Source: an optimization exercise on an open RTL-to-GDS flow (aim: small area, a short achievable clock period and few clock cycles per item). Production flows keep margins and buffers that such runs may drop.
RTL that was checked went through simulation tests only; none was proved equivalent to the original.
No activity file was given, so power comes from the tool's default toggle rates.

## axis_matvec_mul
module axis_matvec_mul #(
    parameter R=8, C=8, W_X=4, W_K=3,
    localparam W_Y = W_X + W_K + $clog2(C),
    localparam NQ = 16
)(
    input  logic clk, rstn,
    output logic s_axis_kx_tready,
    input  logic s_axis_kx_tvalid,
    input  logic [R*C*W_K + C*W_X -1:0] s_axis_kx_tdata,
    input  logic m_axis_y_tready,
    output logic m_axis_y_tvalid,
    output logic [R*W_Y-1:0] m_axis_y_tdata
);
export LEC_CHECK = 0
export CAP_MARGIN = 20
export CORE_MARGIN = 2
export CORE_UTILIZATION = 40
export SETUP_SLACK_MARGIN = 3.2
export SLEW_MARGIN = 20
export SYNTH_HIERARCHICAL = 1
export SYNTH_MINIMUM_KEEP_SIZE = 0
create_clock -name core_clock -period 8.0 [get_ports {clk}]
standard.sh (not shown) runs the stock make flow with config.mk's settings and CLKGATE_MAP_FILE= SYNTH_SCRIPT=/design/flow/synth_recipe.tcl, a recipe that flattens the netlist after the stock synthesis.
==> flow/flow/run.sh <==
#!/bin/bash
# The standard layout, with these changes:
# - each port's buffer is a sky130_fd_sc_hd__buf_1 (the standard flow picks a
#   larger delay buffer), except that after global placement the buffers of
#   the X ports (s_axis_kx_tdata[223:192], 24 loads each) become
#   $X_PORT_BUFFER (flow/post_gpl.tcl);
# - timing repair is limited to resizing and pin swaps;
# - after the standard synthesis, the largest buffers are kept out of the
#   resizer's reach, and clock tree synthesis uses sky130_fd_sc_hd__clkbuf_8
#   and inserts no dummy loads.
# Each step's full output is in orfs/logs; make's own output is in synth.log
# and make.log.
set -euo pipefail
export BUFFER_PORTS_ARGS="-buffer_cell sky130_fd_sc_hd__buf_1"
export SETUP_MOVE_SEQUENCE="unbuffer,sizeup,swap"
export SKIP_GATE_CLONING=1
bash standard.sh synth > synth.log 2>&1
export DONT_USE_CELLS="sky130_fd_sc_hd__clkbuf_16 sky130_fd_sc_hd__buf_12 sky130_fd_sc_hd__buf_16 sky130_fd_sc_hd__bufinv_16"
export CTS_ARGS="-sink_clustering_enable -repair_clock_nets -buf_list sky130_fd_sc_hd__clkbuf_8 -dont_use_dummy_load"
export POST_GLOBAL_PLACE_TCL="$PWD/flow/post_gpl.tcl"
export X_PORT_BUFFER="${X_PORT_BUFFER:-sky130_fd_sc_hd__buf_8}"
bash standard.sh finish > make.log 2>&1
==> flow/flow/post_gpl.tcl <==
set cell sky130_fd_sc_hd__buf_8
if { [info exists ::env(X_PORT_BUFFER)] } { set cell $::env(X_PORT_BUFFER) }
set block [ord::get_db_block]
set n 0
foreach bterm [$block getBTerms] {
  if { [regexp {^s_axis_kx_tdata\[(\d+)\]$} [$bterm getName] -> idx] && $idx >= 192 } {
    set net [$bterm getNet]
    foreach iterm [$net getITerms] {
      set inst [$iterm getInst]
      if { [string match "*buf*" [[$inst getMaster] getName]] } {
        replace_cell [$inst getName] $cell
        incr n
      }
    }
  }
}
puts "post_gpl: resized $n X port buffers to $cell"
Testbench counts at the start, summed over its fixed seeds: cycles 520, items 512.
Then changed:
==> flow/flow/run.sh (replaced) <==
#!/bin/bash
# The standard layout, with each port's buffer a sky130_fd_sc_hd__buf_1
# (the standard flow picks a larger delay buffer), and timing repair limited
# to resizing and pin swaps.  Each step's full output is in orfs/logs;
# make's own output is in make.log.
set -euo pipefail
export BUFFER_PORTS_ARGS="-buffer_cell sky130_fd_sc_hd__buf_1"
export SETUP_MOVE_SEQUENCE="unbuffer,sizeup,swap"
export SKIP_GATE_CLONING=1
bash standard.sh finish > make.log 2>&1
Settings changed: SETUP_SLACK_MARGIN 3.2 to 3.
removed: flow/flow/post_gpl.tcl
Fmax came out lower by a few percent.
Cell count came out higher slightly.
Setup slack is worse by 260 ps.
Utilization hardly moves.
Then changed:
==> flow/flow/run.sh (replaced) <==
#!/bin/bash
# The standard layout, with these changes:
# - each port's buffer is a sky130_fd_sc_hd__buf_1 (the standard flow picks a
#   larger delay buffer);
# - timing repair is limited to resizing and pin swaps;
# - after the standard synthesis, the largest buffers are kept out of the
#   resizer's reach, and clock tree synthesis uses sky130_fd_sc_hd__clkbuf_8.
# Each step's full output is in orfs/logs; make's own output is in synth.log
# and make.log.
set -euo pipefail
export BUFFER_PORTS_ARGS="-buffer_cell sky130_fd_sc_hd__buf_1"
export SETUP_MOVE_SEQUENCE="unbuffer,sizeup,swap"
export SKIP_GATE_CLONING=1
bash standard.sh synth > synth.log 2>&1
export DONT_USE_CELLS="sky130_fd_sc_hd__clkbuf_16 sky130_fd_sc_hd__buf_12 sky130_fd_sc_hd__buf_16 sky130_fd_sc_hd__bufinv_16"
export CTS_BUF_LIST="sky130_fd_sc_hd__clkbuf_8"
bash standard.sh finish > make.log 2>&1
Settings changed: CTS_CLUSTER_DIAMETER set to 100, CTS_CLUSTER_SIZE set to 32.
Clock-buffer cell count fell by 2.
Power fell by about 2.4%.
Routed wire length fell by 0.42%.
Critical path depth does not change.
Die area does not change.
Design area fell by about 0.9%.
Worst hold slack loses 78 ps.
Register-to-register slack stays flat.
Then changed:
--- a/flow/flow/run.sh
+++ b/flow/flow/run.sh
@@ -3,6 +3,9 @@
 # - each port's buffer is a sky130_fd_sc_hd__buf_1 (the standard flow picks a
-#   larger delay buffer);
+#   larger delay buffer), except that after global placement the buffers of
+#   the X ports (s_axis_kx_tdata[223:192], 24 loads each) become
+#   $X_PORT_BUFFER (flow/post_gpl.tcl);
 # - timing repair is limited to resizing and pin swaps;
 # - after the standard synthesis, the largest buffers are kept out of the
-#   resizer's reach, and clock tree synthesis uses sky130_fd_sc_hd__clkbuf_8.
+#   resizer's reach, and clock tree synthesis uses sky130_fd_sc_hd__clkbuf_8
+#   and inserts no dummy loads.
 # Each step's full output is in orfs/logs; make's own output is in synth.log
@@ -15,3 +18,5 @@
 export DONT_USE_CELLS="sky130_fd_sc_hd__clkbuf_16 sky130_fd_sc_hd__buf_12 sky130_fd_sc_hd__buf_16 sky130_fd_sc_hd__bufinv_16"
-export CTS_BUF_LIST="sky130_fd_sc_hd__clkbuf_8"
+export CTS_ARGS="-sink_clustering_enable -repair_clock_nets -buf_list sky130_fd_sc_hd__clkbuf_8 -dont_use_dummy_load"
+export POST_GLOBAL_PLACE_TCL="$PWD/flow/post_gpl.tcl"
+export X_PORT_BUFFER="${X_PORT_BUFFER:-sky130_fd_sc_hd__buf_8}"
 bash standard.sh finish > make.log 2>&1
==> flow/flow/post_gpl.tcl (new file) <==
set cell sky130_fd_sc_hd__buf_8
if { [info exists ::env(X_PORT_BUFFER)] } { set cell $::env(X_PORT_BUFFER) }
set block [ord::get_db_block]
set n 0
foreach bterm [$block getBTerms] {
  if { [regexp {^s_axis_kx_tdata\[(\d+)\]$} [$bterm getName] -> idx] && $idx >= 192 } {
    set net [$bterm getNet]
    foreach iterm [$net getITerms] {
      set inst [$iterm getInst]
      if { [string match "*buf*" [[$inst getMaster] getName]] } {
        replace_cell [$inst getName] $cell
        incr n
      }
    }
  }
}
puts "post_gpl: resized $n X port buffers to $cell"
Settings changed: CTS_CLUSTER_DIAMETER 100 to unset, CTS_CLUSTER_SIZE 32 to unset, SETUP_SLACK_MARGIN 3 to 3.0.
Routed wire length hardly moves.
Sequential power stays flat.
Total power fell by 1.4%.
Area after synthesis does not change.
Design area rose by 0.31%.
First-iteration DRC count rose by 8.1%.

---

Another version of the RTL of axis_matvec_mul (not shown whole).
Size in the first run: roughly 2100 cells after synthesis, about 110 flip-flops, about 310 I/O pins, roughly 0.023 sq mm of cells after synthesis.
Design axis_matvec_mul, start of the top module:
module axis_matvec_mul #(
    parameter R=8, C=8, W_X=4, W_K=3,
    localparam W_Y = W_X + W_K + $clog2(C),
    localparam NQ = 14
)(
    input  logic clk, rstn,
    output logic s_axis_kx_tready,
    input  logic s_axis_kx_tvalid,
    input  logic [R*C*W_K + C*W_X -1:0] s_axis_kx_tdata,
    input  logic m_axis_y_tready,
    output logic m_axis_y_tvalid,
    output logic [R*W_Y-1:0] m_axis_y_tdata
);
==> flow/config.mk <==
export PLATFORM = sky130hd
export DESIGN_NAME = axis_matvec_mul
export DESIGN_NICKNAME = axis_matvec_mul
export VERILOG_FILES = /design/flow/design.v
export SDC_FILE = /design/flow/constraint.sdc
export NUM_CORES = 4
export LEC_CHECK = 0
export CAP_MARGIN = 20
export CORE_MARGIN = 2
export CORE_UTILIZATION = 40
export SETUP_SLACK_MARGIN = 3.4
export SLEW_MARGIN = 20
export SYNTH_HIERARCHICAL = 1
export SYNTH_MINIMUM_KEEP_SIZE = 0
==> flow/constraint.sdc <==
create_clock -name core_clock -period 8.0 [get_ports {clk}]
set_input_delay 1.6000 -clock core_clock [delete_from_list [all_inputs] [get_ports {clk}]]
set_output_delay 1.6000 -clock core_clock [all_outputs]
set_load 0.01 [all_outputs]
==> flow/flow/run.sh <==
#!/bin/bash
# The standard layout, with each port's buffer a sky130_fd_sc_hd__buf_1
# (the standard flow picks a larger delay buffer), and timing repair limited
# to resizing and pin swaps.  Each step's full output is in orfs/logs;
# make's own output is in make.log.
set -euo pipefail
export BUFFER_PORTS_ARGS="-buffer_cell sky130_fd_sc_hd__buf_1"
export SETUP_MOVE_SEQUENCE="unbuffer,sizeup,swap"
export SKIP_GATE_CLONING=1
bash standard.sh finish > make.log 2>&1
The starting point produced a clean layout.
Rerun with:
==> flow/flow/run.sh (replaced) <==
#!/bin/bash
# The standard layout, with these changes:
# - each port's buffer is a sky130_fd_sc_hd__buf_1 (the standard flow picks a
#   larger delay buffer), except that after global placement the buffers of
#   the X ports (s_axis_kx_tdata[223:192], 24 loads each) become
#   $X_PORT_BUFFER (flow/post_gpl.tcl);
# - timing repair is limited to resizing and pin swaps;
# - after the standard synthesis, the largest buffers are kept out of the
#   resizer's reach, and clock tree synthesis uses sky130_fd_sc_hd__clkbuf_8.
# Each step's full output is in orfs/logs; make's own output is in synth.log
# and make.log.
set -euo pipefail
export BUFFER_PORTS_ARGS="-buffer_cell sky130_fd_sc_hd__buf_1"
export SETUP_MOVE_SEQUENCE="unbuffer,sizeup,swap"
export SKIP_GATE_CLONING=1
bash standard.sh synth > synth.log 2>&1
export DONT_USE_CELLS="sky130_fd_sc_hd__clkbuf_16 sky130_fd_sc_hd__buf_12 sky130_fd_sc_hd__buf_16 sky130_fd_sc_hd__bufinv_16"
export CTS_BUF_LIST="sky130_fd_sc_hd__clkbuf_8"
export POST_GLOBAL_PLACE_TCL="$PWD/flow/post_gpl.tcl"
export X_PORT_BUFFER="${X_PORT_BUFFER:-sky130_fd_sc_hd__buf_8}"
bash standard.sh finish > make.log 2>&1
==> flow/flow/post_gpl.tcl (new file) <==
set cell sky130_fd_sc_hd__buf_8
if { [info exists ::env(X_PORT_BUFFER)] } { set cell $::env(X_PORT_BUFFER) }
set block [ord::get_db_block]
set n 0
foreach bterm [$block getBTerms] {
  if { [regexp {^s_axis_kx_tdata\[(\d+)\]$} [$bterm getName] -> idx] && $idx >= 192 } {
    set net [$bterm getNet]
    foreach iterm [$net getITerms] {
      set inst [$iterm getInst]
      if { [string match "*buf*" [[$inst getMaster] getName]] } {
        replace_cell [$inst getName] $cell
        incr n
      }
    }
  }
}
puts "post_gpl: resized $n X port buffers to $cell"
--- a/flow/config.mk
+++ b/flow/config.mk
@@ -11 +11 @@
-export SETUP_SLACK_MARGIN = 3.4
+export SETUP_SLACK_MARGIN = 3.2
Outcome: Worst setup slack improves by 0.097 ns. Register-to-register slack stays flat. Final area goes down by about 1%. Synthesized cell count is unchanged. Fmax goes up by about 2%. Combinational power goes down by about 2%. Power goes down by about 4.5%. Non-clock buffer count is unchanged.
Rerun with:
--- a/flow/flow/run.sh
+++ b/flow/flow/run.sh
@@ -4,3 +4 @@
-#   larger delay buffer), except that after global placement the buffers of
-#   the X ports (s_axis_kx_tdata[223:192], 24 loads each) become
-#   $X_PORT_BUFFER (flow/post_gpl.tcl);
+#   larger delay buffer);
@@ -19,2 +16,0 @@
-export POST_GLOBAL_PLACE_TCL="$PWD/flow/post_gpl.tcl"
-export X_PORT_BUFFER="${X_PORT_BUFFER:-sky130_fd_sc_hd__buf_8}"
--- a/flow/config.mk
+++ b/flow/config.mk
@@ -11 +11 @@
-export SETUP_SLACK_MARGIN = 3.2
+export SETUP_SLACK_MARGIN = 3
removed: flow/flow/post_gpl.tcl
Outcome:
- The new run produced a clean layout
- routed wire length increases by about 4%
- total power rose by about 1.8%
- utilization is lower by 0.88 points
- sequential cell count is unchanged
- combinational power came out higher by about 1%
Rerun with:
==> flow/flow/run.sh (replaced) <==
#!/bin/bash
# The standard layout, with each port's buffer a sky130_fd_sc_hd__buf_1
# (the standard flow picks a larger delay buffer), and timing repair limited
# to resizing and pin swaps.  Each step's full output is in orfs/logs;
# make's own output is in make.log.
set -euo pipefail
export BUFFER_PORTS_ARGS="-buffer_cell sky130_fd_sc_hd__buf_1"
export SETUP_MOVE_SEQUENCE="unbuffer,sizeup,swap"
export SKIP_GATE_CLONING=1
bash standard.sh finish > make.log 2>&1
Final area grows by 1.9%.
Routed wire length grows by 0.35%.
Via count grows by 1.0%.
Function was not checked in any run of this note: the RTL went through the layout flow alone.

-- separate check: timing with driven ports --
Ports are ideal in the flow. The routed layouts listed here were re-timed in OpenROAD. Step 1, drivers: a clkbuf_16 drives clk and a buf_2 each remaining input, both assumed. Step 2 adds t to the input delays and takes it off the output delays; t is the mean of the earliest and latest rising clock arrival at the registers after step 1. Input paths then give back, and output paths get back, about the clock's delay inside the block. Three values: ideal ports, drivers, drivers and shift; two values: the first two.
run	shift t [ns]	setup slack, ns	hold slack, ns	worst register clock-pin slew, ns	cell pins on the clock port's net
the first run of note 1	0.621	3.303 / 3.287 / 2.682	0.767 / 0.734 / 0.918	0.09 / 0.09	1
the second run of note 1	0.561	3.042 / 3.076 / 2.515	0.851 / 0.816 / 0.927	0.07 / 0.07	1
the third run of note 1	0.633	2.983 / 3.009 / 2.377	0.774 / 0.742 / 0.923	0.09 / 0.09	1
the fourth run of note 1	0.611	3.177 / 3.181 / 2.570	0.795 / 0.764 / 0.933	0.08 / 0.08	1
the first run of note 2	0.550	2.996 / 3.000 / 2.451	0.855 / 0.821 / 0.942	0.07 / 0.07	1
the second run of note 2	0.595	3.094 / 3.081 / 2.485	0.796 / 0.766 / 0.953	0.09 / 0.09	1
the third run of note 2	0.607	3.023 / 2.993 / 2.387	0.795 / 0.773 / 1.035	0.09 / 0.09	1
the fourth run of note 2	0.538	2.974 / 2.960 / 2.421	0.872 / 0.845 / 1.035	0.07 / 0.07	1
After both steps every run listed still meets setup and hold. For the third run of note 2, which loses most, drivers alone change the setup slack by -0.030 ns; drivers and shift together by -0.636 ns.
